What follows belongs to an exercise in optimizing a design on an open flow for small area; a production flow would make more cautious choices.
Only simulation tests tie the RTL to the original design; equivalence was not proved.
No activity file was given, so power comes from the tool's default toggle rates.

==> flow/design.v <==
module watch_project (clk, reset, set_outside, set_inside, display_sec, display_sec10,
                      display_min, display_min10, display_hour, display_hour10, state);
	input clk, reset, set_outside, set_inside;
	output [6:0] display_sec, display_sec10, display_min, display_min10, display_hour, display_hour10;
	output [5:0] state;
	parameter [8:0] CA0 = 9'd111;	 
	parameter [9:0] PA0 = 10'd24;	 
	parameter [3:0] SA0 = 4'd6;	 
	localparam [3:0] U0 = 4'd6;	 
	localparam [2:0] T0 = 3'd2;	 
	localparam [1:0] H0 = 2'd1;	 
	function [6:0] segu;		 
		input [3:0] d;
		segu = {(~d[3] & d[0]) | (~d[2] & d[1] & ~d[0]),
			(~d[2] & d[1] & d[0]) | (d[2] & ~d[1] & ~d[0]),
			(~d[2] & ~d[1] & ~d[0]),
			~((d[3] & d[1] & d[0]) | (~d[2] & ~d[1]) | (d[2] & ~d[0])),
			(~d[2] & d[1]) | d[0],
			~((d[3] & d[1]) | (d[2] & ~d[0])),
			~d[3] | (d[2] & ~d[1] & d[0])};
	endfunction
	function [6:0] segt;		 
		input [2:0] d;
		segt = {(~d[2] & d[0]) | (d[2] & d[1] & ~d[0]),
			(d[2] & d[1] & d[0]),
			(~d[1] & ~d[0]),
			(~d[2] & d[0]) | (d[2] & d[1] & ~d[0]),
			(d[2] & d[1]) | d[0],
			(~d[2] & d[0]) | ~d[1],
			~d[2]};
	endfunction
	function [6:0] segh;		 
		input [1:0] d;
		segh = {~d[0], 1'b0, d[1] & d[0], ~d[0], ~d[0], d[1], ~(d[1] & d[0])};
	endfunction
	wire b0 = set_outside, b1 = set_inside;
	reg [8:0] ca;
	reg q4, q2, q1, q0;	 
	assign state = {1'b0, q4, 1'b0, q2, q1, q0};
	wire samp;
	wire [8:0] ca_i;
	assign {samp, ca_i} = ca + 1'b1;
	always @(posedge clk or posedge reset) begin
		if (reset) begin
			ca <= CA0;
			{q4, q2, q1, q0} <= 4'b0001;
		end else begin
			ca <= ca_i | (samp ? CA0 : 9'd0);
			if (samp)
				case ({q4, q2, q1, q0})
					4'b0001: if (!b0) {q4, q2, q1, q0} <= 4'b0100; else if (!b1) {q4, q2, q1, q0} <= 4'b1000;
					4'b0100: if (!b0) {q4, q2, q1, q0} <= 4'b0001; else if (!b1) {q4, q2, q1, q0} <= 4'b0110;
					4'b0110: if (!b1) {q4, q2, q1, q0} <= 4'b0101;
					4'b0101: if (!b1) {q4, q2, q1, q0} <= 4'b0100;
					4'b1000: if (!b0) {q4, q2, q1, q0} <= 4'b1010; else if (!b1) {q4, q2, q1, q0} <= 4'b0001;
					4'b1010: if (!b0) {q4, q2, q1, q0} <= 4'b1001;
					4'b1001: if (!b0) {q4, q2, q1, q0} <= 4'b1000; else if (!b1) {q4, q2, q1, q0} <= 4'b0001;
					default: {q4, q2, q1, q0} <= 4'b0001;
				endcase
		end
	end
	wire sw = q4;			 
	wire set = q2;			 
	wire run = q4 & q1;		 
	wire st5 = q2 & q0;		 
	wire st6 = q2 & q1;		 
	wire add_min = st5 & !b0;
	wire add_hour = st6 & !b0;
	reg cs;
	reg [9:0] as;			 
	reg [3:0] su; reg [2:0] st;	 
	reg [3:0] sa;			 
	reg [3:0] ssu; reg [2:0] sst;	 
	reg [3:0] dsu; reg [2:0] dst;	 
	wire s_first = sw & !cs;	 
	wire s_blank = cs & !sw & set;	 
	wire [9:0] as_i; wire s_tick;
	assign {s_tick, as_i} = as + (!set & !s_first);
	wire [3:0] su_i; wire su_c;
	assign {su_c, su_i} = su + s_tick;
	wire [2:0] st_i; wire st_c;
	assign {st_c, st_i} = st + su_c;
	wire [3:0] su_n = su_i | (su_c ? U0 : 4'd0);
	wire [2:0] st_n = st_i | (st_c ? T0 : 3'd0);
	wire s59 = &{st, su};
	wire [3:0] sa_i; wire sa_c;
	assign {sa_c, sa_i} = sa + run;
	wire [3:0] ssu_i; wire ssu_c;
	assign {ssu_c, ssu_i} = ssu + sa_c;
	wire [2:0] sst_i; wire sst_c;
	assign {sst_c, sst_i} = sst + ssu_c;
	wire [3:0] ssu_n = ssu_i | (ssu_c ? U0 : 4'd0);
	wire [2:0] sst_n = sst_i | (sst_c ? T0 : 3'd0);
	wire ss59 = &{sst, ssu};
	always @(posedge clk or posedge reset) begin
		if (reset) begin
			cs <= 0; as <= PA0; su <= U0; st <= T0; sa <= SA0; ssu <= U0; sst <= T0; dsu <= U0; dst <= T0;
		end else begin
			as <= as_i | (s_tick ? PA0 : 10'd0);
			su <= su_n; st <= st_n;
			sa <= sa_i | (sa_c ? SA0 : 4'd0);
			ssu <= ssu_n; sst <= sst_n;
			if (s_first) begin
				cs <= 1'b1;
				dsu <= ssu; dst <= sst;
			end else if (s_blank) begin
				cs <= 1'b0;
				dsu <= U0; dst <= T0;
			end else if (sa_c) begin
				dsu <= ssu_n; dst <= sst_n;
			end else if (s_tick & !sw) begin
				dsu <= su_n; dst <= st_n;
			end
		end
	end
	wire en_min = s59 & !set;	 
	reg cm;
	reg [9:0] am;
	reg [3:0] mu; reg [2:0] mt;
	reg [3:0] smu; reg [2:0] smt;
	reg [3:0] dmu; reg [2:0] dmt;
	wire m_first = sw & !cm;
	wire m_blank = cm & !sw & !en_min;
	wire [9:0] am_i; wire m_tick;
	assign {m_tick, am_i} = am + (add_min | (en_min & !m_first));
	wire [3:0] mu_i; wire mu_c;
	assign {mu_c, mu_i} = mu + m_tick;
	wire [2:0] mt_i; wire mt_c;
	assign {mt_c, mt_i} = mt + mu_c;
	wire [3:0] mu_n = mu_i | (mu_c ? U0 : 4'd0);
	wire [2:0] mt_n = mt_i | (mt_c ? T0 : 3'd0);
	wire m59 = &{mt, mu};
	wire sm_step = ss59 & sa_c;
	wire [3:0] smu_i; wire smu_c;
	assign {smu_c, smu_i} = smu + sm_step;
	wire [2:0] smt_i; wire smt_c;
	assign {smt_c, smt_i} = smt + smu_c;
	wire [3:0] smu_n = smu_i | (smu_c ? U0 : 4'd0);
	wire [2:0] smt_n = smt_i | (smt_c ? T0 : 3'd0);
	always @(posedge clk or posedge reset) begin
		if (reset) begin
			cm <= 0; am <= PA0; mu <= U0; mt <= T0; smu <= U0; smt <= T0; dmu <= U0; dmt <= T0;
		end else begin
			am <= am_i | (m_tick ? PA0 : 10'd0);
			mu <= mu_n; mt <= mt_n;
			smu <= smu_n; smt <= smt_n;
			if (add_min) begin
				if (m_tick) begin
					cm <= 1'b0;
					dmu <= mu_n; dmt <= mt_n;
				end
			end else if (m_first) begin
				cm <= 1'b1;
				dmu <= smu; dmt <= smt;
			end else if (m_blank) begin
				cm <= 1'b0;
				dmu <= U0; dmt <= T0;
			end else if (sm_step) begin
				dmu <= smu_n; dmt <= smt_n;
			end else if (m_tick & !sw) begin
				cm <= 1'b0;
				dmu <= mu_n; dmt <= mt_n;
			end
		end
	end
	reg ch, zf;			 
	reg [9:0] ah;
	reg [3:0] hu; reg [1:0] ht;
	wire en_hour = m59 & en_min;	 
	wire h_first = sw & !ch;
	wire [9:0] ah_i; wire h_tick;
	assign {h_tick, ah_i} = ah + ((add_hour | en_hour) & !h_first);
	wire [3:0] hu_i; wire hu_c;
	assign {hu_c, hu_i} = hu + h_tick;
	wire h23 = (ht == 2'd3) & (hu == 4'd9);
	always @(posedge clk or posedge reset) begin
		if (reset) begin
			ch <= 0; zf <= 0; ah <= PA0; hu <= U0; ht <= H0;
		end else begin
			ah <= ah_i | (h_tick ? PA0 : 10'd0);
			if (h_tick & h23) begin
				hu <= U0; ht <= H0;
			end else begin
				hu <= hu_i | (hu_c ? U0 : 4'd0);
				ht <= ht + hu_c;
			end
			if (h_first) begin
				ch <= 1'b1;
				zf <= 1'b1;
			end else if (en_hour & run)
				zf <= 1'b1;
			else if (h_tick)
				zf <= 1'b0;
		end
	end
	assign display_sec = segu(dsu);
	assign display_sec10 = segt(dst);
	assign display_min = segu(dmu);
	assign display_min10 = segt(dmt);
	assign display_hour = segu(zf ? U0 : hu);
	assign display_hour10 = segh(zf ? H0 : ht);
endmodule
==> flow/run.sh <==
#!/bin/bash
# synth_recipe.tcl (not shown) runs the flow's synth.tcl, then flattens the netlist and writes it again
# the make line also repeats each setting of config.mk as NAME=value (left out here)
make -C /OpenROAD-flow-scripts/flow DESIGN_CONFIG=/design/flow/config.mk WORK_HOME=/design/flow/orfs CLKGATE_MAP_FILE= SYNTH_SCRIPT=/design/flow/synth_recipe.tcl finish
==> flow/config.mk <==
export PLATFORM = sky130hd
export DESIGN_NAME = watch_project
export DESIGN_NICKNAME = watch_project
export VERILOG_FILES = /design/flow/design.v
export SDC_FILE = /design/flow/constraint.sdc
export NUM_CORES = 4
export LEC_CHECK = 0
export CAP_MARGIN = 20
export CORE_MARGIN = 2
export CORE_UTILIZATION = 40
export CTS_BUF_LIST = sky130_fd_sc_hd__clkbuf_4 sky130_fd_sc_hd__clkbuf_8
export SLEW_MARGIN = 20
==> flow/constraint.sdc <==
create_clock -name core_clock -period 20.0 [get_ports {clk}]
set_input_delay 4.0000 -clock core_clock [delete_from_list [all_inputs] [get_ports {clk}]]
set_output_delay 4.0000 -clock core_clock [all_outputs]
set_load 0.01 [all_outputs]
==> out/qor.yml, run 1 <==
clock_tree:
  ctsResizeCount: 0
  root_buffer: "clkbuf_8"
  clkLatencyLatePin_ns: 0.37
  cts_setup_buffers: 0
  cts_max_level: 3
  cts_sinks: 99
  path_clk_slew_ns: 0.09
  clockBufferDepth: 2
  cts_hold_buf: 0
  cts_made_buffers: 9
  cts_tree: "built"
timing:
  fin_crit_sh_pct: 37.33
  rsz0062_at_grt: "no"
  period_minus_slack_ns: 7.467
  finalMaxSlewViolations: 0
  finalSetupTns_ns: 0
  setup_viol: 0
  skew_ns: 0.01177
  tightest_slew_ns: 0.9536
  finalWorstSetupSlack_ns: 12.53
  finalHoldViolations: 0
  fmax_mhz: 133.9
  relSlewSlack_pct: 36.15
status:
  status: "finished clean"
route:
  wl_mm: 10.79
  dr.pass1.iters: 4
  vias: 3911
  drt_first_iter_violations: 247
  postRouteAntennaNets: 0
  vias_per_cell: 5.250
  wl_per_cell_um: 14.48
  drcViolationCount: 0
synthesis:
  synth-edff-count: 0
  synth_seq_cells: 99
  synthDistinctLibCells: 65
  netlist_area_mm2: 0.005340
  yosys.area_share.xor_xnor_pct: 6.232
  synth_mux_area_share_pct: 2.718
  synth_area_leaders: "dfrtp_1, dfstp_2, ha_1, xnor2_1, nand2_1"
  synth_cells: 530
  synth_compound_area_share_pct: 13.36
  yosysTopAreaCell: "dfrtp_1"
  yosys.area_share.simple_pct: 18.60
  async_flop_share_pct: 100.0
  ys_seq_area_share_pct: 47.24
  syn_area_per_cell_um2: 10.08
  synth_top_area_share_pct: 29.52
  ys_warn_count: 1
  synthAdderAreaFrac_pct: 6.560
  synth_ff_type: "dfrtp_1"
  synth_top_family_by_area: "simple AND/OR/NAND/NOR gates"
power:
  power_leakage_nw: 2.858
  power_uw: 383.3
  vdd_drop_max_mv: 0.03018
  powerDensity_mw_per_mm2: 63.12
placement:
  place_area_mm2: 0.005897
  io_buffers: 48
  gp_congestion: 0.8274
  dpl.hpwl_mm: 7.678
  dp_cells: 729
  place_ws_ns: 12.12
grt:
  grt-ovfl-total: 0
  grt_usage_pct: 16.23
  grt_pass1_wl_mm: 18.64
  antenna_found_initial: 0
  grt_max_degree: 65
  grt_pass1_vias: 3818
floorplan:
  die_h_um: 119.5
  ios: 52
  die_x_um: 119.5
  rows: 42
  start_util_pct: 40.65
  core_area_mm2: 0.01314
  die_area_mm2: 0.01429
layout:
  stdcell_area_mm2: 0.006072
  diodes: 0
  stdcell_count: 745
  area_delta_synth_final_pct: 13.71
  nNetsFinal: 596
  drive_gt1_share_pct: 13.88
critical_path:
  crit_type: "in -> reg"
  worstSetupEndpointType: "register"
  crit_arrival_ns: 7.77
  path_max_fanout: 9
  cp-startpoint: "set_outside"
  reg2reg_from: "q4"
  cp-start-kind: "input pin"
  required_ns: 20.30
job:
  cap_violations: 0
worst_hold_path:
  hp-start: "ch"
  hp-class: "reg -> reg"
==> cells in the mapped netlist, drive strengths merged (12+ instances only) <==
cell / n
a21oi: 22
a31oi: 14
and3: 17
buf: 16
clkbuf: 12
dfrtp: 63
dfstp: 36
ha: 28
inv: 31
nand2: 43
nand3: 31
nor2: 33
nor2b: 12
o21ai: 23
xnor2: 21
xor2: 17
==> area by class of cell <==
cell class              count  area (um^2)
flip-flops and latches     99         2522
inverters                  31        120.1
repair buffers             49        488.0
well taps                 176        220.2
clock buffers              13        160.2
clock inverters             3        15.01
fillers                  1252         7066
multi-input cells         374         2546
==> cell families after synthesis <==
family / after synthesis
xor gates and xnor gates: 38
DFF: 99
muxes: 14
AOI/OAI and AO/OA: 103
and+or+nand+nor: 188
other: 1
adders and majority gates: 28
buffers and inverters: 59
==> critical path: stages <==
cell,delay (ns)
clkdlybuf4s50_1,0.63
nand3b_1,0.38
o21ai_0,0.18
ha_1,0.24
ha_1,0.22
and4_1,0.27
nand3_1,0.15
inv_1,0.05
ha_1,0.19
ha_1,0.21
and3_1,0.15
ha_1,0.19
ha_1,0.19
xor2_1,0.20
nand2b_1,0.14
o2111ai_1,0.13
a41oi_2,0.22
==> per-stage QoR <==
| stage | hold WS (ns) | util, % |
|---|---|---|
| floorplan | 0.4342 | - |
| global placement | 0.4482 | 44.89 |
| detailed placement | 0.4522 | 44.89 |
| CTS | 0.4758 | 46.22 |
| global route | 0.4941 | 46.22 |
| finish | 0.4730 | 46.22 |
==> registers in the layout, indices dropped and copies added (netlist names), 2 cells and up <==
register and count:
sst 3, ht 2, smt 3, ca 9, as 10, dsu 4, smu 4, mt 3
sa 4, am 10, dmu 4, ssu 4, mu 4, st 3, dst 3, su 4
hu 4, ah 10, dmt 3
==> metal layers <==
metal / global-route usage [%] / share of wire (%) / vias up
met5: 0 / 0 / -
met4: 4.191 / 1.1 / 0
met3: 4.515 / 3.5 / 7
met2: 25.96 / 48 / 61
met1: 21.85 / 47 / 1923
li1: - / - / 1920
==> final timing paths <==
kind / endpoint / depth (start not counted) / slack, ns
max reg2reg: dmt[2] / 16 / 15.78
min: ch / 1 / 0.47
max in group asynchronous: smu[3] / 3 / 14.77
max: dmt[2] / 17 / 12.53
min reg2reg: ch / 1 / 0.47
min in group asynchronous: ht[1] / 2 / 4.01
==> layout by cell type (no fill, tap or decap), drive strengths merged, types with 4 or more instances in the layout <==
| cell type | count |
|---|---|
| nand4 | 9 |
| a21oi | 22 |
| nand2b | 11 |
| and2 | 4 |
| nand3 | 31 |
| clkinv | 4 |
| a31oi | 14 |
| dfstp | 36 |
| inv | 30 |
| dfrtp | 63 |
| nor2 | 33 |
| nor3 | 5 |
| a31o | 7 |
| o211ai | 4 |
| clkdlybuf4s50 | 48 |
| clkbuf | 13 |
| ha | 28 |
| o21a | 4 |
| a21o | 5 |
| mux2 | 4 |
| and3 | 17 |
| nor2b | 12 |
| or2 | 4 |
| and4 | 4 |
| xnor2 | 21 |
| xor2 | 17 |
| mux2i | 10 |
| o21ai | 23 |
| nand2 | 43 |
| or3 | 4 |
==> power breakdown <==
group	switching [mW]	internal, mW	leakage (nW)
Clock	0.0679	0.0524	0.0974
Combinational	0.0176	0.0162	1.54
Sequential	0.0121	0.217	1.22
Total	0.0976	0.286	2.86
==> inputs of run 2 (changes only) <==
--- a/flow/config.mk
+++ b/flow/config.mk
@@ -9,4 +9,4 @@
 export CORE_MARGIN = 2
 export CORE_UTILIZATION = 40
-export CTS_BUF_LIST = sky130_fd_sc_hd__clkbuf_4 sky130_fd_sc_hd__clkbuf_8
+export CTS_BUF_LIST = sky130_fd_sc_hd__clkbuf_8
 export SLEW_MARGIN = 20
==> run 2 against run 1 <==
Against the previous run: register-to-register slack about the same; sequential power about the same; design area is 0.19% lower; clock-buffer cell count decreased by 3; critical endpoint unchanged; maximum frequency decreased by 0.25%; synthesized cell count stayed put; still clean on timing, DRC and antenna.
==> out/qor.yml, run 2 <==
timing:
  period_minus_slack_ns: 7.486  # +0.01870 ns
  finalHoldViolations: 0  # unchanged
  tightest_slew_ns: 0.9535  # -0.00003296 ns
  fin_crit_sh_pct: 37.43  # +0.093 points
  setup_viol: 0  # unchanged
  finalMaxSlewViolations: 0  # unchanged
  skew_ns: 0.01200  # +0.0002295 ns
  relSlewSlack_pct: 36.15  # about the same
  fmax_mhz: 133.6  # -0.25%
  finalSetupTns_ns: 0  # unchanged
  rsz0062_at_grt: "no"
layout:
  nNetsFinal: 596  # unchanged
  final_common_cell: "dfrtp_1"
  layout_common_cells: "dfrtp_1, clkdlybuf4s50_1, nand2_1"
  diodes: 0  # unchanged
  drive_gt1_share_pct: 13.36  # -0.53 points
  top_regs: "ah: 10 flops, am: 10 flops, as: 10 flops"
  stdcell_area_mm2: 0.006061  # -0.19%
  stdcell_count: 745  # unchanged
  area_delta_synth_final_pct: 13.50
clock_tree:
  clockBufferDepth: 2  # unchanged
  cts_max_level: 3  # unchanged
  cts_made_buffers: 9  # unchanged
  cts_sinks: 99  # unchanged
  path_clk_slew_ns: 0.09  # about the same
  root_buffer: "clkbuf_8"
  ctsResizeCount: 0  # unchanged
  cts_setup_buffers: 0  # unchanged
  cts_hold_buf: 0  # unchanged
  cts_tree: "built"
  clkLatencyLatePin_ns: 0.37  # about the same
job:
  cap_violations: 0  # unchanged
critical_path:
  crit_arrival_ns: 7.78  # about the same
  r2r-end: "dmt[2]"
  required_ns: 20.30  # about the same
  crit_type: "in -> reg"
  ff2ff_path_depth: 16  # unchanged
  cp-startpoint: "set_outside"
  reg2reg_from: "q4"
  rrSetupSlack_ns: 15.77  # about the same
  cp-start-kind: "input pin"
  worstSetupEndpointType: "register"
  path_max_fanout: 9  # unchanged
grt:
  grt-ovfl-total: 0  # unchanged
  grt_max_degree: 65  # unchanged
  grt_pass1_vias: 3798  # -0.52%
  antenna_found_initial: 0  # unchanged
  grt_usage_pct: 16.19  # -0.044 points
  met1_usage_pct: 21.86  # about the same
  grt_pass1_wl_mm: 18.59  # -0.30%
  busiest_layer: "met2"
  use_met3_pct: 4.515  # unchanged
  use_met2_pct: 25.79  # -0.18 points
synthesis:
  synth_cells: 530  # unchanged
  synth_area_leaders: "dfrtp_1, dfstp_2, ha_1, xnor2_1, nand2_1"
  netlist_area_mm2: 0.005340  # unchanged
  synth_top_area_share_pct: 29.52  # unchanged
  synth_ff_type: "dfrtp_1"
  synth_commonest_cells: "dfrtp_1, nand2_1, dfstp_2, nor2_1, nand3_1"
  syn_area_per_cell_um2: 10.08  # unchanged
  async_flop_share_pct: 100.0  # unchanged
  ys_seq_area_share_pct: 47.24  # unchanged
  synth_seq_cells: 99  # unchanged
  synthDistinctLibCells: 65  # unchanged
  synth-edff-count: 0  # unchanged
  synthMostInstantiatedCell: "dfrtp_1"
  yosysTopAreaCell: "dfrtp_1"
  ys_warn_count: 1  # unchanged
floorplan:
  core_area_mm2: 0.01314  # unchanged
  die_h_um: 119.5  # unchanged
  die_x_um: 119.5  # unchanged
  rows: 42  # unchanged
  start_util_pct: 40.65  # unchanged
  ios: 52  # unchanged
  die_area_mm2: 0.01429  # unchanged
placement:
  dpl.hpwl_mm: 7.678  # unchanged
  gp_congestion: 0.8274  # unchanged
  dp_cells: 729  # unchanged
  io_buffers: 48  # unchanged
  place_area_mm2: 0.005897  # unchanged
route:
  wl_per_cell_um: 14.45  # -0.17%
  postRouteAntennaNets: 0  # unchanged
  vias_per_cell: 5.244  # -0.10%
  drt_first_iter_violations: 277  # +12%
  dr.pass1.iters: 4  # unchanged
  vias: 3907  # -0.10%
  wl_mm: 10.77  # -0.17%
  drcViolationCount: 0  # unchanged
power:
  powerDensity_mw_per_mm2: 62.26  # -1.4%
  power_leakage_nw: 2.860  # about the same
  vdd_drop_max_mv: 0.02978  # -1.3%
worst_hold_path:
  holdPathStages: 1  # unchanged
  hp-start: "ch"
  worst_hold_path.endpoint: "ch"
  hp-class: "reg -> reg"
status:
  status: "finished clean"
run 2: cell count changes in the layout (fill, tap and decap cells not counted):
cell | before | now
clkbuf_4 | 3 | 0
inv_1 | 28 | 31
run 2: power breakdown:
group	internal, mW	switching, mW
Clock	0.0468	0.0677
Sequential	0.217	0.0120
Combinational	0.0161	0.0175
run 2: stage by stage:
stage / hold WS [ns] / total power [mW] / setup WS (ns) / utilization, %
2_1_floorplan: 0.4342 / 0.2547 / 13.16 / -
3_3_place_gp: 0.4482 / 0.2656 / 12.30 / 44.89
3_5_place_dp: 0.4522 / 0.2669 / 12.12 / 44.89
4_1_cts: 0.4757 / 0.3825 / 12.56 / 46.13
5_1_grt: 0.4939 / 0.3995 / 12.27 / 46.13
6_report: 0.4731 / 0.3773 / 12.51 / 46.13
run 2: worst max path at each step:
stage	endpoint	slack (ns)	cells after the start
floorplan	dmt[2]	13.16	17
global placement	dmt[2]	12.30	17
detailed placement	dmt[2]	12.12	17
CTS	dmt[2]	12.56	17
global route	dmt[2]	12.27	17
finish	dmt[2]	12.51	17
run 2: critical path: stages:
cell             delay, ns
clkdlybuf4s50_1       0.63
nand3b_1              0.39
o21ai_0               0.18
ha_1                  0.24
ha_1                  0.22
and4_1                0.27
nand3_1               0.15
inv_1                 0.05
ha_1                  0.19
ha_1                  0.21
and3_1                0.15
ha_1                  0.19
ha_1                  0.19
xor2_1                0.20
nand2b_1              0.14
o2111ai_1             0.13
a41oi_2               0.22
run 2: layout make-up:
cell class,instances,area [um^2]
clock inverters,6,26.28
flip-flops and latches,99,2522
inverters,31,120.1
fillers,1251,7077
multi-input cells,374,2546
clock buffers,10,137.6
repair buffers,49,488.0
well taps,176,220.2
run 2: cell families after synthesis:
| logic type | share of synthesized area (%) |
|---|---|
| simple gates | 18.60 |
| compound gates | 13.36 |
| flops | 47.24 |
| buf+inv | 5.225 |
| xor+xnor | 6.232 |
| fa+ha+maj | 6.561 |
| mux | 2.718 |
| other cells | 0.07022 |
run 2: metal layers:
layer	vias to the layer above	part of all wire, %
met4	0	1.1
met3	8	3.4
li1	1922	-
met5	-	0
met1	1920	48
met2	57	48
==> inputs of run 3 (changes only) <==
--- a/flow/config.mk
+++ b/flow/config.mk
@@ -9,4 +9,3 @@
 export CORE_MARGIN = 2
 export CORE_UTILIZATION = 40
-export CTS_BUF_LIST = sky130_fd_sc_hd__clkbuf_8
 export SLEW_MARGIN = 20
==> run 3 against run 2 <==
Against the previous run: still clean on timing, DRC and antenna; maximum frequency decreased by 0.15%; sequential share of layout area down 0.68 points; clock skew is 0.0050 ns lower; register-to-register slack gained 0.03 ns; clock-buffer cell count up 3; largest cell class unchanged.
==> out/qor.yml, run 3 <==
status:
  status: "finished clean"
layout:
  layout_common_cells: "dfrtp_1, clkdlybuf4s50_1, nand2_1"
  area_delta_synth_final_pct: 15.39
  top_regs: "ah: 10 flops, am: 10 flops, as: 10 flops"
  nNetsFinal: 596  # unchanged
  diodes: 0  # unchanged
  drive_gt1_share_pct: 13.36  # unchanged
  final_common_cell: "dfrtp_1"
route:
  postRouteAntennaNets: 0  # unchanged
  wl_mm: 10.88  # +1.0%
  vias_per_cell: 5.266  # +0.41%
  vias: 3923  # +0.41%
  dr.pass1.iters: 4  # unchanged
  drt_first_iter_violations: 219  # -21%
  wl_per_cell_um: 14.60  # +1.0%
  drcViolationCount: 0  # unchanged
timing:
  finalWorstSetupSlack_ns: 12.50  # -0.01130 ns
  finalSetupTns_ns: 0  # unchanged
  tightest_slew_ns: 0.9595  # +0.005958 ns
  finalHoldViolations: 0  # unchanged
  skew_ns: 0.007013  # -0.004990 ns
  finalMaxSlewViolations: 0  # unchanged
  rsz0062_at_grt: "no"
  whs_ns: 0.4670  # -0.006075 ns
  fmax_mhz: 133.4  # -0.15%
  relSlewSlack_pct: 35.75  # -0.40 points
  setup_viol: 0  # unchanged
  fin_crit_sh_pct: 37.48  # +0.056 points
  period_minus_slack_ns: 7.497  # +0.01130 ns
power:
  power_leakage_nw: 2.894  # +1.2%
  power_uw: 424.6  # +13%
  internal_power_uw: 320.9  # +15%
  pwr-share-clk_pct: 38.0  # +7.6 points
  p_sw_share_pct: 24.43  # -1.4 points
  combPwrFrac_pct: 8.0  # -0.9 points
  vdd_drop_max_mv: 0.03961  # +33%
  powerDensity_mw_per_mm2: 68.91  # +11%
  power.switching_uw: 103.7  # +6.6%
  seq_power_share_pct: 54.0  # -6.7 points
worst_hold_path:
  hp-class: "reg -> reg"
synthesis:
  ys_warn_count: 1  # unchanged
  synth-edff-count: 0  # unchanged
  synth_cells: 530  # unchanged
  yosysTopAreaCell: "dfrtp_1"
  synthMostInstantiatedCell: "dfrtp_1"
  synthDistinctLibCells: 65  # unchanged
  syn_area_per_cell_um2: 10.08  # unchanged
  synth_top_area_share_pct: 29.52  # unchanged
  netlist_area_mm2: 0.005340  # unchanged
  async_flop_share_pct: 100.0  # unchanged
  synth_area_leaders: "dfrtp_1, dfstp_2, ha_1, xnor2_1, nand2_1"
  synth_ff_type: "dfrtp_1"
  synth_commonest_cells: "dfrtp_1, nand2_1, dfstp_2, nor2_1, nand3_1"
  synth_seq_cells: 99  # unchanged
  ys_seq_area_share_pct: 47.24  # unchanged
job:
  cap_violations: 0  # unchanged
placement:
  dpl.hpwl_mm: 7.678  # unchanged
  place_ws_ns: 12.12  # unchanged
  io_buffers: 48  # unchanged
  gp_congestion: 0.8274  # unchanged
clock_tree:
  cts_made_buffers: 9  # unchanged
  clockBufferDepth: 2  # unchanged
  cts_hold_buf: 0  # unchanged
  root_buffer: "clkbuf_16"
  cts_setup_buffers: 0  # unchanged
  cts_sinks: 99  # unchanged
  ctsResizeCount: 0  # unchanged
  path_clk_slew_ns: 0.07  # -0.02 ns
  cts_tree: "built"
  clkLatencyLatePin_ns: 0.35  # -0.02 ns
  cts_max_level: 3  # unchanged
grt:
  grt_pass1_wl_mm: 18.76  # +0.93%
  grt-ovfl-total: 0  # unchanged
  grt_pass1_vias: 3810  # +0.32%
  antenna_found_initial: 0  # unchanged
  grt_usage_pct: 16.30  # +0.11 points
  grt_max_degree: 65  # unchanged
critical_path:
  cp-start-kind: "input pin"
  crit_type: "in -> reg"
  path_max_fanout: 9  # unchanged
  crit_arrival_ns: 7.76  # -0.02 ns
  worstSetupEndpointType: "register"
  required_ns: 20.27  # -0.03 ns
floorplan:
  die_x_um: 119.5  # unchanged
  die_h_um: 119.5  # unchanged
  die_area_mm2: 0.01429  # unchanged
  start_util_pct: 40.65  # unchanged
  ios: 52  # unchanged
  core_area_mm2: 0.01314  # unchanged
  rows: 42  # unchanged
==> run 3: cell counts after synthesis <==
Identical to the previous run, type by type.
==> run 3: final timing paths <==
check / slack (ns) / from / depth (start not counted) / end
worst max-delay path: 12.50 / set_outside / 17 / dmt[2]
worst min-delay path: 0.47 / ch / 1 / ch
worst max register to register: 15.80 / q4 / 16 / dmt[2]
worst min register to register: 0.47 / ch / 1 / ch
min in group asynchronous: 4.04 / reset / 2 / ht[1]
max in group asynchronous: 14.75 / reset / 3 / dsu[3]
==> run 3: metal layers <==
| metal | track usage, % | routed length, um |
|---|---|---|
| met4 | 3.750 | 93 |
| met5 | 0 | 0 |
| met3 | 4.658 | 373 |
| met1 | 22.07 | 5154 |
| met2 | 26.04 | 5256 |
==> run 3: stage by stage <==
step / utilization [%] / instances / area, um^2
6_report: 46.90 / 745 / 6162
5_1_grt: 46.90 / 745 / 6162
4_1_cts: 46.90 / 745 / 6162
3_5_place_dp: 44.89 / 729 / 5897
3_3_place_gp: 44.89 / 729 / 5897
2_1_floorplan: - / 532 / 5348
==> run 3: layout make-up <==
class | count | area, um^2
clock buffers | 13 | 250.2
clock inverters | 3 | 15.01
fillers | 1247 | 6975
inverters | 31 | 120.1
multi-input cells | 374 | 2546
flip-flops and latches | 99 | 2522
well taps | 176 | 220.2
repair buffers | 49 | 488.0
==> run 3: worst max-delay path, cell delays in order <==
cell,delay [ns]
clkdlybuf4s50_1,0.64
nand3b_1,0.38
o21ai_0,0.18
ha_1,0.24
ha_1,0.22
and4_1,0.27
nand3_1,0.15
inv_1,0.05
ha_1,0.19
ha_1,0.21
and3_1,0.15
ha_1,0.19
ha_1,0.19
xor2_1,0.19
nand2b_1,0.14
o2111ai_1,0.13
a41oi_2,0.22
==> run 3: kinds of logic (layout without fill, tap and decap cells) <==
group	count (synthesis)	in the layout	synth area share, %
AOI/OAI and AO/OA	103	103	13.36
xor gates and xnor gates	38	38	6.232
adders and majority gates	28	28	6.561
buffers and inverters	59	96	5.225
DFF	99	99	47.24
muxes	14	14	2.718
other	1	3	0.07022
and+or+nand+nor	188	188	18.60
==> run 3: power by group through the flow <==
stage | registers, mW | clock network, mW | logic [mW]
after global placement | 0.232 | 0 | 0.0337
after global routing | 0.232 | 0.174 | 0.0397
after detailed placement | 0.232 | 0 | 0.0345
after floorplan | 0.230 | 0 | 0.0251
after CTS | 0.229 | 0.166 | 0.0347
final | 0.229 | 0.161 | 0.0338
==> inputs of run 4 (changes only) <==
==> flow/flow/run.sh (new file) <==
#!/bin/bash
# Own layout flow: the standard ORFS flow (standard.sh) with
#  - an area-oriented ABC script for the synthesis's logic mapping
#    (registers are mapped before ABC, so they are the standard synthesis's)
#  - port buffers of the smallest buffer cell
#  - clock tree of clkbuf_8 without dummy loads
set -euo pipefail
W=$(pwd)
rm -rf "$W/myscripts"
cp -r "$FLOW_HOME/scripts" "$W/myscripts"
cp "$W/flow/abc_area.script" "$W/myscripts/abc_area.script"
export BUFFER_PORTS_ARGS="-buffer_cell sky130_fd_sc_hd__buf_1"
export CTS_ARGS="-sink_clustering_enable -repair_clock_nets -dont_use_dummy_load -buf_list sky130_fd_sc_hd__clkbuf_8"
bash "$W/standard.sh" SCRIPTS_DIR="$W/myscripts" ABC_AREA=1 finish > "$W/flow_make.log" 2>&1
==> flow/flow/abc_area.script (new file) <==
strash
&get -n
&deepsyn -T 60
&put
dch -f
amap
topo
==> flow/standard.sh (new file) <==
#!/bin/bash
# synth_recipe.tcl (not shown) runs the flow's synth.tcl, then flattens the netlist and writes it again
# the make line also repeats each setting of config.mk as NAME=value (left out here)
make -C /OpenROAD-flow-scripts/flow DESIGN_CONFIG=/design/flow/config.mk WORK_HOME=/design/flow/orfs CLKGATE_MAP_FILE= SYNTH_SCRIPT=/design/flow/synth_recipe.tcl "${@:-finish}"
removed: flow/run.sh
==> run 4 against run 3 <==
Against the previous run: still clean; cell count down 3.8%; clock skew rose by 0.0085 ns; die area down 8.7%; sequential share of layout area up 6.8 points; total power rose by 9.4%; maximum frequency is 8.5% lower; register-to-register slack got worse by 0.99 ns; design area fell by 14%; utilization shrank 2.7 points; worst setup slack worse by 0.70 ns.
==> out/qor.yml, run 4 <==
floorplan:
  ios: 52  # unchanged
  core_area_mm2: 0.01196  # -9.0%
  start_util_pct: 40.65  # about the same
  die_x_um: 114.3  # -4.4%
  die_h_um: 114.3  # -4.4%
  die_area_mm2: 0.01305  # -8.7%
  rows: 40  # -4.8%
synthesis:
  synth_cells: 521  # -1.7%
  yosys.area_share.simple_pct: 15.80  # -2.8 points
  ys_seq_area_share_pct: 51.88  # +4.6 points
  synth_ff_type: "dfrtp_1"
  netlist_area_mm2: 0.004862  # -9.0%
  synthDistinctLibCells: 35  # -46%
  async_flop_share_pct: 100.0  # unchanged
  syn_area_per_cell_um2: 9.332  # -7.4%
  synth-edff-count: 0  # unchanged
  synth_mux_area_share_pct: 0  # -2.7 points
  synth_seq_cells: 99  # unchanged
  synthMostInstantiatedCell: "clkinv_1"
  yosys.area_share.xor_xnor_pct: 0  # -6.2 points
  synth_top_family_by_area: "compound AO/OA/AOI/OAI gates"
  synthAdderAreaFrac_pct: 7.205  # +0.64 points
  synth_top_area_share_pct: 32.42  # +2.9 points
  ys_warn_count: 1  # unchanged
  synth_commonest_cells: "clkinv_1, dfrtp_1, nor2_1, nand2_1, dfstp_2"
  synth_compound_area_share_pct: 16.78  # +3.4 points
  yosysTopAreaCell: "dfrtp_1"
  synth_area_leaders: "dfrtp_1, dfstp_2, ha_1, clkinv_1, nor2_1"
critical_path:
  path_max_fanout: 8  # -1
  rrSetupSlack_ns: 14.81  # -0.99 ns
  worstSetupEndpointType: "register"
  r2r-end: "dmt[1]"
  reg2reg_from: "q2"
  cpPeakStageDelay_ns: 0.47  # -0.17 ns
  crit_arrival_ns: 8.50  # +0.74 ns
  required_ns: 20.31  # +0.04 ns
  ff2ff_path_depth: 22  # +6
  critPathTopFamily: "simple AND/OR/NAND/NOR gates"
  worst-path-buf-inv: 5  # +3
  cp-startpoint: "set_outside"
  cp-start-kind: "input pin"
  critPathSlowestCell: "nor3_1"
  crit_type: "in -> reg"
  path_cells: "buf_1 -> nor3_1 -> nor3_1 -> nor2_1 -> ha_1 -> ha_1 -> clkinv_1 -> nor3_1 -> clkinv_1 -> nor3_1 -> clkinv_1 -> nor3_1 -> clkinv_1 -> nor3_1 -> ha_1 -> ha_1 -> and3_1 -> ha_1 -> ha_1 -> a31o_1 -> o22ai_1 -> a21oi_1"
grt:
  grt_pass1_wl_mm: 16.04  # -15%
  grt_usage_pct: 15.44  # -0.85 points
  grt_max_degree: 68  # +4.6%
  antenna_found_initial: 0  # unchanged
  grt-ovfl-total: 0  # unchanged
  grt_pass1_vias: 3500  # -8.1%
timing:
  rsz0062_at_grt: "no"
  relSlewSlack_pct: 45.55  # +9.8 points
  finalHoldViolations: 0  # unchanged
  finalWorstSetupSlack_ns: 11.80  # -0.6985 ns
  fin_crit_sh_pct: 40.98  # +3.5 points
  fmax_mhz: 122.0  # -8.5%
  setup_viol: 0  # unchanged
  period_minus_slack_ns: 8.195  # +0.6985 ns
  tightest_slew_ns: 0.8167  # -0.1428 ns
  finalMaxSlewViolations: 0  # unchanged
  skew_ns: 0.01553  # +0.008520 ns
  finalSetupTns_ns: 0  # unchanged
power:
  vdd_drop_max_mv: 0.03202  # -19%
  internal_power_uw: 317.2  # -1.2%
  combPwrFrac_pct: 21.3  # +13 points
  seq_power_share_pct: 56.6  # +2.6 points
  pwr-share-clk_pct: 22.0  # -16 points
  powerDensity_mw_per_mm2: 87.92  # +28%
  power_leakage_nw: 2.182  # -25%
  p_sw_share_pct: 31.72  # +7.3 points
  power.switching_uw: 147.4  # +42%
layout:
  drive_gt1_share_pct: 8.246  # -5.1 points
  stdcell_count: 717  # -3.8%
  diodes: 0  # unchanged
  final_common_cell: "clkinv_1"
  fin_util_pct: 44.17  # -2.7 points
  layout_common_cells: "clkinv_1, dfrtp_1, nor2_1"
  top_regs: "ah: 10 flops, am: 10 flops, as: 10 flops"
  stdcell_area_mm2: 0.005284  # -14%
  nNetsFinal: 604  # +1.3%
  area_delta_synth_final_pct: 8.672
clock_tree:
  root_buffer: "clkbuf_8"
  cts_max_level: 3  # unchanged
  cts_setup_buffers: 0  # unchanged
  ctsResizeCount: 0  # unchanged
  cts_tree: "built"
  clkLatencyLatePin_ns: 0.38  # +0.03 ns
  path_clk_slew_ns: 0.08  # about the same
  clockBufferDepth: 2  # unchanged
  cts_hold_buf: 0  # unchanged
  cts_made_buffers: 9  # unchanged
  cts_sinks: 99  # unchanged
route:
  postRouteAntennaNets: 0  # unchanged
  drcViolationCount: 0  # unchanged
  drt_first_iter_violations: 233  # +6.4%
  dr.pass1.iters: 4  # unchanged
  wl_per_cell_um: 12.87  # -12%
  vias_per_cell: 5.120  # -2.8%
  vias: 3671  # -6.4%
  wl_mm: 9.230  # -15%
worst_hold_path:
  worst_hold_path.endpoint: "am[8]"
  hp-class: "reg -> reg"
  holdPathStages: 1  # unchanged
  hp-start: "am[8]"
placement:
  io_buffers: 48  # unchanged
  dp_cells: 708  # -2.9%
  gp_congestion: 0.8288  # +0.17%
  place_ws_ns: 11.37  # -0.7517 ns
  dpl.hpwl_mm: 7.045  # -8.2%
  place_area_mm2: 0.005160  # -12%
job:
  cap_violations: 0  # unchanged
status:
  status: "finished clean"
[run 4: worst max path at each step]
stage                        end  slack, ns  cells past startpoint
after global routing      dmt[2]      11.05                     22
after floorplan           dmt[1]      12.30                     21
final                     dmt[1]      11.80                     22
after detailed placement  dmt[1]      11.37                     22
after global placement    dmt[1]      11.55                     22
after CTS                 dmt[1]      11.77                     22
[run 4: per-stage QoR]
| step | total power [mW] | hold slack [ns] |
|---|---|---|
| floorplan | 0.3369 | 0.4310 |
| global placement | 0.3627 | 0.4387 |
| detailed placement | 0.3673 | 0.4533 |
| CTS | 0.4714 | 0.4650 |
| global route | 0.4960 | 0.4815 |
| finish | 0.4645 | 0.4623 |
[run 4: routing by layer]
metal	track usage, %	part of all wire, %
met5	0	0
met4	4.959	1.3
met3	4.500	3.5
met2	25.63	48
met1	19.49	47
[run 4: final cells by class]
| cell class | instances | area, um^2 |
|---|---|---|
| clock buffers | 9 | 123.9 |
| repair buffers | 49 | 187.7 |
| multi-input cells | 328 | 1946 |
| inverters | 85 | 320.3 |
| well taps | 147 | 183.9 |
| fillers | 1188 | 6678 |
| flip-flops and latches | 99 | 2522 |
[run 4: power by group through the flow]
stage	logic, mW	registers [mW]	clock network [mW]
4_1_cts	0.101	0.263	0.107
2_1_floorplan	0.0756	0.261	0
3_5_place_dp	0.100	0.267	0
6_report	0.0990	0.263	0.102
5_1_grt	0.115	0.268	0.113
3_3_place_gp	0.0973	0.265	0
[run 4: cells by family after synthesis]
logic type	count (synthesis)
buffers and inverters	96
DFF	99
other	1
adders and majority gates	28
AOI/OAI and AO/OA	126
and+or+nand+nor	171
==> inputs of run 5 (changes only) <==
--- a/flow/design.v
+++ b/flow/design.v
@@ -4,5 +4,6 @@
 	output [6:0] display_sec, display_sec10, display_min, display_min10, display_hour, display_hour10;
 	output [5:0] state;
-	parameter [8:0] CA0 = 9'd111;	 
+	parameter [8:0] CA0 = 9'd324;	 
+	parameter [8:0] CA_S = 9'd162;	 
 	parameter [9:0] PA0 = 10'd24;	 
 	parameter [3:0] SA0 = 4'd6;	 
@@ -34,11 +35,52 @@
 		segh = {~d[0], 1'b0, d[1] & d[0], ~d[0], ~d[0], d[1], ~(d[1] & d[0])};
 	endfunction
+	function [10:0] inc10;
+		input [9:0] a; input ci;
+		integer i; reg c;
+		begin
+			c = ci;
+			for (i = 0; i < 10; i = i + 1) begin inc10[i] = a[i] ^ c; c = c & a[i]; end
+			inc10[10] = c;
+		end
+	endfunction
+	function [9:0] inc9;
+		input [8:0] a; input ci;
+		integer i; reg c;
+		begin
+			c = ci;
+			for (i = 0; i < 9; i = i + 1) begin inc9[i] = a[i] ^ c; c = c & a[i]; end
+			inc9[9] = c;
+		end
+	endfunction
+	function [4:0] inc4;
+		input [3:0] a; input ci;
+		integer i; reg c;
+		begin
+			c = ci;
+			for (i = 0; i < 4; i = i + 1) begin inc4[i] = a[i] ^ c; c = c & a[i]; end
+			inc4[4] = c;
+		end
+	endfunction
+	function [3:0] inc3;
+		input [2:0] a; input ci;
+		integer i; reg c;
+		begin
+			c = ci;
+			for (i = 0; i < 3; i = i + 1) begin inc3[i] = a[i] ^ c; c = c & a[i]; end
+			inc3[3] = c;
+		end
+	endfunction
+	function [1:0] inc2;
+		input [1:0] a; input ci;
+		begin
+			inc2 = {a[1] ^ (ci & a[0]), a[0] ^ ci};
+		end
+	endfunction
 	wire b0 = set_outside, b1 = set_inside;
 	reg [8:0] ca;
 	reg q4, q2, q1, q0;	 
 	assign state = {1'b0, q4, 1'b0, q2, q1, q0};
-	wire samp;
-	wire [8:0] ca_i;
-	assign {samp, ca_i} = ca + 1'b1;
+	wire samp = (ca[6:0] == CA_S[6:0]);	 
+	wire [8:0] ca_i = {ca[7:0], ~(ca[8] ^ ca[3]) ^ samp};
 	always @(posedge clk or posedge reset) begin
 		if (reset) begin
@@ -46,5 +88,5 @@
 			{q4, q2, q1, q0} <= 4'b0001;
 		end else begin
-			ca <= ca_i | (samp ? CA0 : 9'd0);
+			ca <= ca_i;
 			if (samp)
 				case ({q4, q2, q1, q0})
@@ -76,18 +118,18 @@
 	wire s_blank = cs & !sw & set;	 
 	wire [9:0] as_i; wire s_tick;
-	assign {s_tick, as_i} = as + (!set & !s_first);
+	assign {s_tick, as_i} = inc10(as, (!set & !s_first));
 	wire [3:0] su_i; wire su_c;
-	assign {su_c, su_i} = su + s_tick;
+	assign {su_c, su_i} = inc4(su, s_tick);
 	wire [2:0] st_i; wire st_c;
-	assign {st_c, st_i} = st + su_c;
+	assign {st_c, st_i} = inc3(st, su_c);
 	wire [3:0] su_n = su_i | (su_c ? U0 : 4'd0);
 	wire [2:0] st_n = st_i | (st_c ? T0 : 3'd0);
 	wire s59 = &{st, su};
 	wire [3:0] sa_i; wire sa_c;
-	assign {sa_c, sa_i} = sa + run;
+	assign {sa_c, sa_i} = inc4(sa, run);
 	wire [3:0] ssu_i; wire ssu_c;
-	assign {ssu_c, ssu_i} = ssu + sa_c;
+	assign {ssu_c, ssu_i} = inc4(ssu, sa_c);
 	wire [2:0] sst_i; wire sst_c;
-	assign {sst_c, sst_i} = sst + ssu_c;
+	assign {sst_c, sst_i} = inc3(sst, ssu_c);
 	wire [3:0] ssu_n = ssu_i | (ssu_c ? U0 : 4'd0);
 	wire [2:0] sst_n = sst_i | (sst_c ? T0 : 3'd0);
@@ -123,9 +165,9 @@
 	wire m_blank = cm & !sw & !en_min;
 	wire [9:0] am_i; wire m_tick;
-	assign {m_tick, am_i} = am + (add_min | (en_min & !m_first));
+	assign {m_tick, am_i} = inc10(am, (add_min | (en_min & !m_first)));
 	wire [3:0] mu_i; wire mu_c;
-	assign {mu_c, mu_i} = mu + m_tick;
+	assign {mu_c, mu_i} = inc4(mu, m_tick);
 	wire [2:0] mt_i; wire mt_c;
-	assign {mt_c, mt_i} = mt + mu_c;
+	assign {mt_c, mt_i} = inc3(mt, mu_c);
 	wire [3:0] mu_n = mu_i | (mu_c ? U0 : 4'd0);
 	wire [2:0] mt_n = mt_i | (mt_c ? T0 : 3'd0);
@@ -133,7 +175,7 @@
 	wire sm_step = ss59 & sa_c;
 	wire [3:0] smu_i; wire smu_c;
-	assign {smu_c, smu_i} = smu + sm_step;
+	assign {smu_c, smu_i} = inc4(smu, sm_step);
 	wire [2:0] smt_i; wire smt_c;
-	assign {smt_c, smt_i} = smt + smu_c;
+	assign {smt_c, smt_i} = inc3(smt, smu_c);
 	wire [3:0] smu_n = smu_i | (smu_c ? U0 : 4'd0);
 	wire [2:0] smt_n = smt_i | (smt_c ? T0 : 3'd0);
@@ -170,7 +212,7 @@
 	wire h_first = sw & !ch;
 	wire [9:0] ah_i; wire h_tick;
-	assign {h_tick, ah_i} = ah + ((add_hour | en_hour) & !h_first);
+	assign {h_tick, ah_i} = inc10(ah, ((add_hour | en_hour) & !h_first));
 	wire [3:0] hu_i; wire hu_c;
-	assign {hu_c, hu_i} = hu + h_tick;
+	assign {hu_c, hu_i} = inc4(hu, h_tick);
 	wire h23 = (ht == 2'd3) & (hu == 4'd9);
 	always @(posedge clk or posedge reset) begin
@@ -183,5 +225,5 @@
 			end else begin
 				hu <= hu_i | (hu_c ? U0 : 4'd0);
-				ht <= ht + hu_c;
+				ht <= inc2(ht, hu_c);
 			end
 			if (h_first) begin
--- a/flow/flow/run.sh
+++ b/flow/flow/run.sh
@@ -11,4 +11,4 @@
 cp "$W/flow/abc_area.script" "$W/myscripts/abc_area.script"
 export BUFFER_PORTS_ARGS="-buffer_cell sky130_fd_sc_hd__buf_1"
-export CTS_ARGS="-sink_clustering_enable -repair_clock_nets -dont_use_dummy_load -buf_list sky130_fd_sc_hd__clkbuf_8"
+export CTS_ARGS="-sink_clustering_enable -repair_clock_nets -dont_use_dummy_load -buf_list sky130_fd_sc_hd__clkbuf_16 -sink_clustering_size 50 -sink_clustering_max_diameter 200"
 bash "$W/standard.sh" SCRIPTS_DIR="$W/myscripts" ABC_AREA=1 finish > "$W/flow_make.log" 2>&1
==> flow/flow/abc_area.script (replaced) <==
strash
&get -n
&deepsyn -T 60
&put
dch -f
amap -m
topo
==> run 5 against run 4 <==
Against the previous run: hold slack got worse by 0.10 ns; clock-buffer cell count stayed put; die area decreased by 5.4%; design area fell by 3.3%; flip-flop and latch count unchanged; combinational power shrank 77%; utilization up 0.94 points; still clean; critical path depth grew 4; register-to-register slack lost 0.07 ns; highest routed layer unchanged; cell count is 18% lower; via count decreased by 18%; critical endpoint is now dmt[2]; synthesized area down 5.6%.
==> out/qor.yml, run 5 <==
timing:
  fin_crit_sh_pct: 41.91  # +0.94 points
  setup_viol: 0  # unchanged
  fmax_mhz: 119.3  # -2.2%
  period_minus_slack_ns: 8.382  # +0.1870 ns
  whs_ns: 0.3621  # -0.1001 ns
  tightest_slew_ns: 0.7948  # -0.02184 ns
  relSlewSlack_pct: 46.52  # +0.97 points
  skew_ns: 0.02371  # +0.008178 ns
  finalHoldViolations: 0  # unchanged
  finalWorstSetupSlack_ns: 11.62  # -0.1870 ns
  rsz0062_at_grt: "no"
  finalMaxSlewViolations: 0  # unchanged
  finalSetupTns_ns: 0  # unchanged
grt:
  grt_pass1_wl_mm: 14.08  # -12%
  grt_pass1_vias: 3055  # -13%
  grt_max_degree: 55  # -19%
  grt_usage_pct: 14.25  # -1.2 points
  grt-ovfl-total: 0  # unchanged
  antenna_found_initial: 0  # unchanged
critical_path:
  critPathSlowestCell: "nor2_1"
  path_max_fanout: 5  # -3
  critPathTopFamily: "adder cells"
  worst-path-buf-inv: 3  # -2
  crit_type: "in -> reg"
  worstSetupEndpointType: "register"
  crit_arrival_ns: 8.62  # +0.12 ns
  required_ns: 20.23  # -0.08 ns
  reg2reg_from: "q4"
  cp-start-kind: "input pin"
  cpMostUsedCell: "ha_1"
  cpPeakStageDelay_ns: 0.30  # -0.17 ns
  ff2ff_path_depth: 22  # unchanged
  rrSetupSlack_ns: 14.74  # -0.07 ns
  r2r-end: "dst[2]"
synthesis:
  async_flop_share_pct: 100.0  # unchanged
  synth_cells: 397  # -24%
  ys_warn_count: 1  # unchanged
  synth-edff-count: 0  # unchanged
  ys_seq_area_share_pct: 54.88  # +3.0 points
  synth_ff_type: "dfrtp_1"
  synth_top_area_share_pct: 35.99  # +3.6 points
  yosysTopAreaCell: "dfrtp_1"
  synthMostInstantiatedCell: "ha_1"
  netlist_area_mm2: 0.004589  # -5.6%
  synthDistinctLibCells: 33  # -5.7%
  syn_area_per_cell_um2: 11.56  # +24%
  synth_commonest_cells: "ha_1, dfrtp_1, nor2_1, clkinv_1, dfstp_2"
  synth_area_leaders: "dfrtp_1, dfstp_2, ha_1, nor2_1, or2_0"
  synth_seq_cells: 99  # unchanged
floorplan:
  core_area_mm2: 0.01132  # -5.4%
  die_x_um: 111.1  # -2.7%
  die_h_um: 111.1  # -2.7%
  rows: 39  # -2.5%
  ios: 52  # unchanged
  start_util_pct: 40.54  # -0.11 points
  die_area_mm2: 0.01235  # -5.4%
layout:
  stdcell_count: 589  # -18%
  drive_gt1_share_pct: 9.865  # +1.6 points
  nNetsFinal: 519  # -14%
  top_regs: "ah: 10 flops, am: 10 flops, as: 10 flops"
  final_common_cell: "ha_1"
  stdcell_area_mm2: 0.005107  # -3.3%
  fin_util_pct: 45.11  # +0.94 points
  area_delta_synth_final_pct: 11.29
  layout_common_cells: "ha_1, dfrtp_1, buf_1"
  diodes: 0  # unchanged
placement:
  io_buffers: 48  # unchanged
  dp_cells: 580  # -18%
  gp_congestion: 0.8123  # -2.0%
  place_area_mm2: 0.004882  # -5.4%
  place_ws_ns: 11.20  # -0.1772 ns
  dpl.hpwl_mm: 6.214  # -12%
route:
  vias: 3022  # -18%
  postRouteAntennaNets: 0  # unchanged
  drt_first_iter_violations: 127  # -45%
  wl_mm: 8.159  # -12%
  dr.pass1.iters: 4  # unchanged
  wl_per_cell_um: 13.85  # +7.6%
  vias_per_cell: 5.131  # +0.21%
  drcViolationCount: 0  # unchanged
job:
  cap_violations: 0  # unchanged
clock_tree:
  cts_max_level: 3  # unchanged
  path_clk_slew_ns: 0.07  # about the same
  root_buffer: "clkbuf_16"
  ctsResizeCount: 0  # unchanged
  cts_setup_buffers: 0  # unchanged
  cts_sinks: 99  # unchanged
  cts_hold_buf: 0  # unchanged
  cts_made_buffers: 9  # unchanged
  clkLatencyLatePin_ns: 0.34  # -0.04 ns
  clockBufferDepth: 2  # unchanged
  cts_tree: "built"
power:
  power_uw: 381.4  # -18%
  powerDensity_mw_per_mm2: 74.68  # -15%
  power_leakage_nw: 2.553  # +17%
  vdd_drop_max_mv: 0.04398  # +37%
worst_hold_path:
  worst_hold_path.endpoint: "ca[8]"
  hp-start: "ca[7]"
  hp-class: "reg -> reg"
  holdPathStages: 0  # -1
status:
  status: "finished clean"
## run 5: changes by cell type in the layout (fill, tap and decap cells not counted), sizes merged, moves of 11 or more
cell	change
nor3	-18
clkinv	-46
nand2	-22
nand3	-13
a22oi	-11
o21ai	-14
a21oi	-24
ha	+39
nor2	-14
## run 5: cells by family after synthesis
logic type / count (synthesis) / share of synthesized area (%)
AND/OR/NAND/NOR: 119 / 12.57
flip-flops: 99 / 54.88
adder cells (fa/ha/maj): 67 / 18.27
AO/OA/AOI/OAI: 61 / 9.215
buffers and inverters: 50 / 4.989
other: 1 / 0.08171
## run 5: how the worst max path moves through the flow
stage / from / to / cells past startpoint
finish: set_outside / dmt[2] / 26
global route: set_outside / dmt[2] / 26
floorplan: set_outside / dmt[2] / 25
CTS: set_outside / dmt[2] / 26
detailed placement: set_outside / dmt[2] / 26
global placement: set_outside / dmt[2] / 26
## run 5: per-layer routing
metal | track usage [%] | wire length (um) | share of wire, % | up-vias
li1 | - | - | - | 1477
met1 | 17.83 | 3756 | 46 | 1478
met2 | 23.35 | 3919 | 48 | 50
met3 | 4.538 | 305 | 3.7 | 17
met4 | 5.103 | 177 | 2.2 | 0
met5 | 0 | 0 | 0 | -
## run 5: worst reg2reg max path, delay by kind of cell, from the launching register on
kind	cells	cell delay, ns
compound gates	2	0.31
fa+ha+maj	17	3.35
buf+inv	1	0.28
flops	1	0.53
simple gates	2	0.64
## run 5: final cells by class
| class | instances | area [um^2] |
|---|---|---|
| Fill cell | 1064 | 6213 |
| Sequential cell | 99 | 2519 |
| Multi-Input combinational cell | 250 | 1849 |
| Timing Repair Buffer | 49 | 187.7 |
| Clock buffer | 9 | 225.2 |
| Inverter | 39 | 147.6 |
| Tap cell | 143 | 178.9 |
## run 5: report_power, final
part / switching [mW] / internal (mW)
logic: 0.0147 / 0.00825
registers: 0.00427 / 0.211
clock network: 0.0638 / 0.0792
==> inputs of run 6 (changes only) <==
--- a/flow/flow/run.sh
+++ b/flow/flow/run.sh
@@ -11,4 +11,4 @@
 cp "$W/flow/abc_area.script" "$W/myscripts/abc_area.script"
 export BUFFER_PORTS_ARGS="-buffer_cell sky130_fd_sc_hd__buf_1"
-export CTS_ARGS="-sink_clustering_enable -repair_clock_nets -dont_use_dummy_load -buf_list sky130_fd_sc_hd__clkbuf_16 -sink_clustering_size 50 -sink_clustering_max_diameter 200"
+export CTS_ARGS="-sink_clustering_enable -repair_clock_nets -dont_use_dummy_load -buf_list sky130_fd_sc_hd__clkbuf_8"
 bash "$W/standard.sh" SCRIPTS_DIR="$W/myscripts" ABC_AREA=1 finish > "$W/flow_make.log" 2>&1
==> run 6 against run 5 <==
Against the previous run: combinational power is essentially flat; total power shrank 12%; die area is the same; wire length shrank 0.61%; non-clock buffer count is the same; clock power shrank 31%; worst setup slack gained 0.031 ns; largest cell class unchanged; critical endpoint unchanged; utilization shrank 0.90 points; critical path type unchanged; hold slack gained 0.0053 ns.
==> out/qor.yml, run 6 <==
status:
  status: "finished clean"
power:
  power_uw: 337.0  # -12%
  vdd_drop_max_mv: 0.03201  # -27%
  powerDensity_mw_per_mm2: 67.33  # -9.8%
  power_leakage_nw: 2.507  # -1.8%
clock_tree:
  clockBufferDepth: 2  # unchanged
  cts_max_level: 3  # unchanged
  root_buffer: "clkbuf_8"
  cts_tree: "built"
  cts_made_buffers: 9  # unchanged
  cts_setup_buffers: 0  # unchanged
  clkLatencyLatePin_ns: 0.37  # +0.03 ns
  ctsResizeCount: 0  # unchanged
  path_clk_slew_ns: 0.10  # +0.03 ns
  cts_hold_buf: 0  # unchanged
  cts_sinks: 99  # unchanged
synthesis:
  synth-edff-count: 0  # unchanged
  netlist_area_mm2: 0.004589  # unchanged
  synth_commonest_cells: "ha_1, dfrtp_1, nor2_1, clkinv_1, dfstp_2"
  synth_seq_cells: 99  # unchanged
  ys_seq_area_share_pct: 54.88  # unchanged
  synthDistinctLibCells: 33  # unchanged
  async_flop_share_pct: 100.0  # unchanged
  synth_ff_type: "dfrtp_1"
  ys_warn_count: 1  # unchanged
  synth_area_leaders: "dfrtp_1, dfstp_2, ha_1, nor2_1, or2_0"
  synth_cells: 397  # unchanged
  synthMostInstantiatedCell: "ha_1"
  syn_area_per_cell_um2: 11.56  # unchanged
  yosysTopAreaCell: "dfrtp_1"
  synth_top_area_share_pct: 35.99  # unchanged
layout:
  top_regs: "ah: 10 flops, am: 10 flops, as: 10 flops"
  final_common_cell: "ha_1"
  diodes: 0  # unchanged
  multiInputGateArea_mm2: 0.001849  # unchanged
  fillers: 1072  # +0.75%
  drive_gt1_share_pct: 9.865  # unchanged
  area_delta_synth_final_pct: 9.078
  layout_common_cells: "ha_1, dfrtp_1, buf_1"
  nNetsFinal: 519  # unchanged
  seqCellArea_mm2: 0.002519  # unchanged
timing:
  fmax_mhz: 119.7  # +0.37%
  period_minus_slack_ns: 8.351  # -0.03110 ns
  finalSetupTns_ns: 0  # unchanged
  finalHoldViolations: 0  # unchanged
  relSlewSlack_pct: 46.63  # +0.11 points
  rsz0062_at_grt: "no"
  skew_ns: 0.03515  # +0.01144 ns
  setup_viol: 0  # unchanged
  fin_crit_sh_pct: 41.76  # -0.16 points
  finalMaxSlewViolations: 0  # unchanged
  tightest_slew_ns: 0.7933  # -0.001563 ns
placement:
  dpl.hpwl_mm: 6.214  # unchanged
  gp_congestion: 0.8123  # unchanged
  io_buffers: 48  # unchanged
critical_path:
  required_ns: 20.27  # +0.04 ns
  path_max_fanout: 5  # unchanged
  cp-start-kind: "input pin"
  worstSetupEndpointType: "register"
  crit_type: "in -> reg"
  rrSetupSlack_ns: 14.73  # about the same
  crit_arrival_ns: 8.62  # about the same
route:
  vias_per_cell: 5.139  # +0.17%
  postRouteAntennaNets: 0  # unchanged
  wl_per_cell_um: 13.77  # -0.61%
  drcViolationCount: 0  # unchanged
  vias: 3027  # +0.17%
  drt_first_iter_violations: 124  # -2.4%
  wl_mm: 8.109  # -0.61%
  dr.pass1.iters: 4  # unchanged
grt:
  grt_pass1_wl_mm: 14.05  # -0.24%
  antenna_found_initial: 0  # unchanged
  grt-ovfl-total: 0  # unchanged
  grt_max_degree: 55  # unchanged
  met1_usage_pct: 17.79  # -0.036 points
  use_met3_pct: 4.702  # +0.16 points
  use_met2_pct: 23.15  # -0.20 points
  grt_pass1_vias: 3048  # -0.23%
  grt_usage_pct: 14.18  # -0.070 points
  busiest_layer: "met2"
floorplan:
  ios: 52  # unchanged
  die_h_um: 111.1  # unchanged
  core_area_mm2: 0.01132  # unchanged
  start_util_pct: 40.54  # unchanged
  die_x_um: 111.1  # unchanged
  rows: 39  # unchanged
  die_area_mm2: 0.01235  # unchanged
job:
  cap_violations: 0  # unchanged
worst_hold_path:
  hp-class: "reg -> reg"
==> run 6: cell counts after synthesis <==
No cell type changed its count.
==> run 6: cell type report <==
cell class / count / share of cell area, %
multi-input cells: 250 / 36.94
flip-flops and latches: 99 / 50.31
repair buffers: 49 / 3.749
inverters: 39 / 2.949
well taps: 143 / 3.574
clock buffers: 9 / 2.474
==> run 6: worst paths after layout <==
kind,from,end,depth (start not counted)
worst max-delay path,set_outside,dmt[2],26
worst min-delay path,ca[7],ca[8],0
worst max register to register,q4,dst[2],22
worst min register to register,ca[7],ca[8],0
max in group asynchronous,reset,dst[2],3
min in group asynchronous,reset,ah[0],2
==> run 6: layer usage <==
metal	vias to the layer above	routed length, um
li1	1477	-
met1	1483	3709
met2	51	3932
met3	16	310
met4	0	156
met5	-	0
==> run 6: power by group <==
group | total, mW | internal [mW] | leakage, nW | switching, mW
logic | 0.0230 | 0.00826 | 1.22 | 0.0147
clock network | 0.0989 | 0.0404 | 0.0647 | 0.0585
registers | 0.215 | 0.211 | 1.22 | 0.00427
total | 0.337 | 0.260 | 2.51 | 0.0775
==> run 6: per-stage QoR <==
stage	hold WS, ns	utilization [%]	cells	cell area (um^2)	worst slack, ns
floorplan	0.3330	-	399	4597	11.80
global placement	0.3367	43.13	580	4882	11.30
detailed placement	0.3431	43.13	580	4882	11.20
CTS	0.3728	44.22	589	5006	11.62
global route	0.3888	44.22	589	5006	11.29
finish	0.3674	44.22	589	5006	11.65
==> run 6: cells by family after synthesis <==
| kind of cell | after synthesis | synth area share, % |
|---|---|---|
| flops | 99 | 54.88 |
| other cells | 1 | 0.08171 |
| compound gates | 61 | 9.215 |
| simple gates | 119 | 12.57 |
| buf+inv | 50 | 4.989 |
| fa+ha+maj | 67 | 18.27 |
==> run 6: worst max-delay path, stage by stage <==
cell	delay (ns)
buf_1	0.17
nor2b_1	0.09
nand2_1	0.09
clkinv_1	0.09
nor2_1	0.14
clkinv_1	0.12
nor2_1	0.30
nor2_1	0.10
ha_1	0.19
ha_1	0.18
ha_1	0.18
ha_1	0.18
ha_1	0.18
ha_1	0.18
ha_1	0.18
ha_1	0.18
ha_1	0.18
ha_1	0.23
ha_1	0.20
ha_1	0.18
ha_1	0.18
ha_1	0.21
ha_1	0.19
ha_1	0.18
ha_1	0.28
a221o_1	0.29

[what the ideal ports hide]
How much do the figures lean on ideal ports? The routed layouts below were timed once more, with nothing changed but the port constraints. Step 1, drivers: a clkbuf_16 drives clk and a buf_2 each remaining input, both assumed. Step 2, shift: input delay + t, output delay - t, t = (earliest + latest rising clock arrival at the registers) / 2. This alone moves slack from input paths to output paths. Three values: ideal, step 1, step 2; two values: the first two.
run	t (ns)	setup slack, ns	cell pins on the clock port's net
run 1	0.402	12.533 / 12.549 / 12.147	1
run 2	0.401	12.514 / 12.530 / 12.129	1
run 3	0.380	12.503 / 12.518 / 12.139	1
run 4	0.405	11.805 / 11.816 / 11.411	1
run 5	0.372	11.618 / 11.620 / 11.248	1
run 6	0.387	11.649 / 11.645 / 11.258	1
After both steps every run listed still meets setup and hold. For run 4, which loses most, drivers alone change the setup slack by +0.011 ns; drivers and shift together by -0.394 ns.
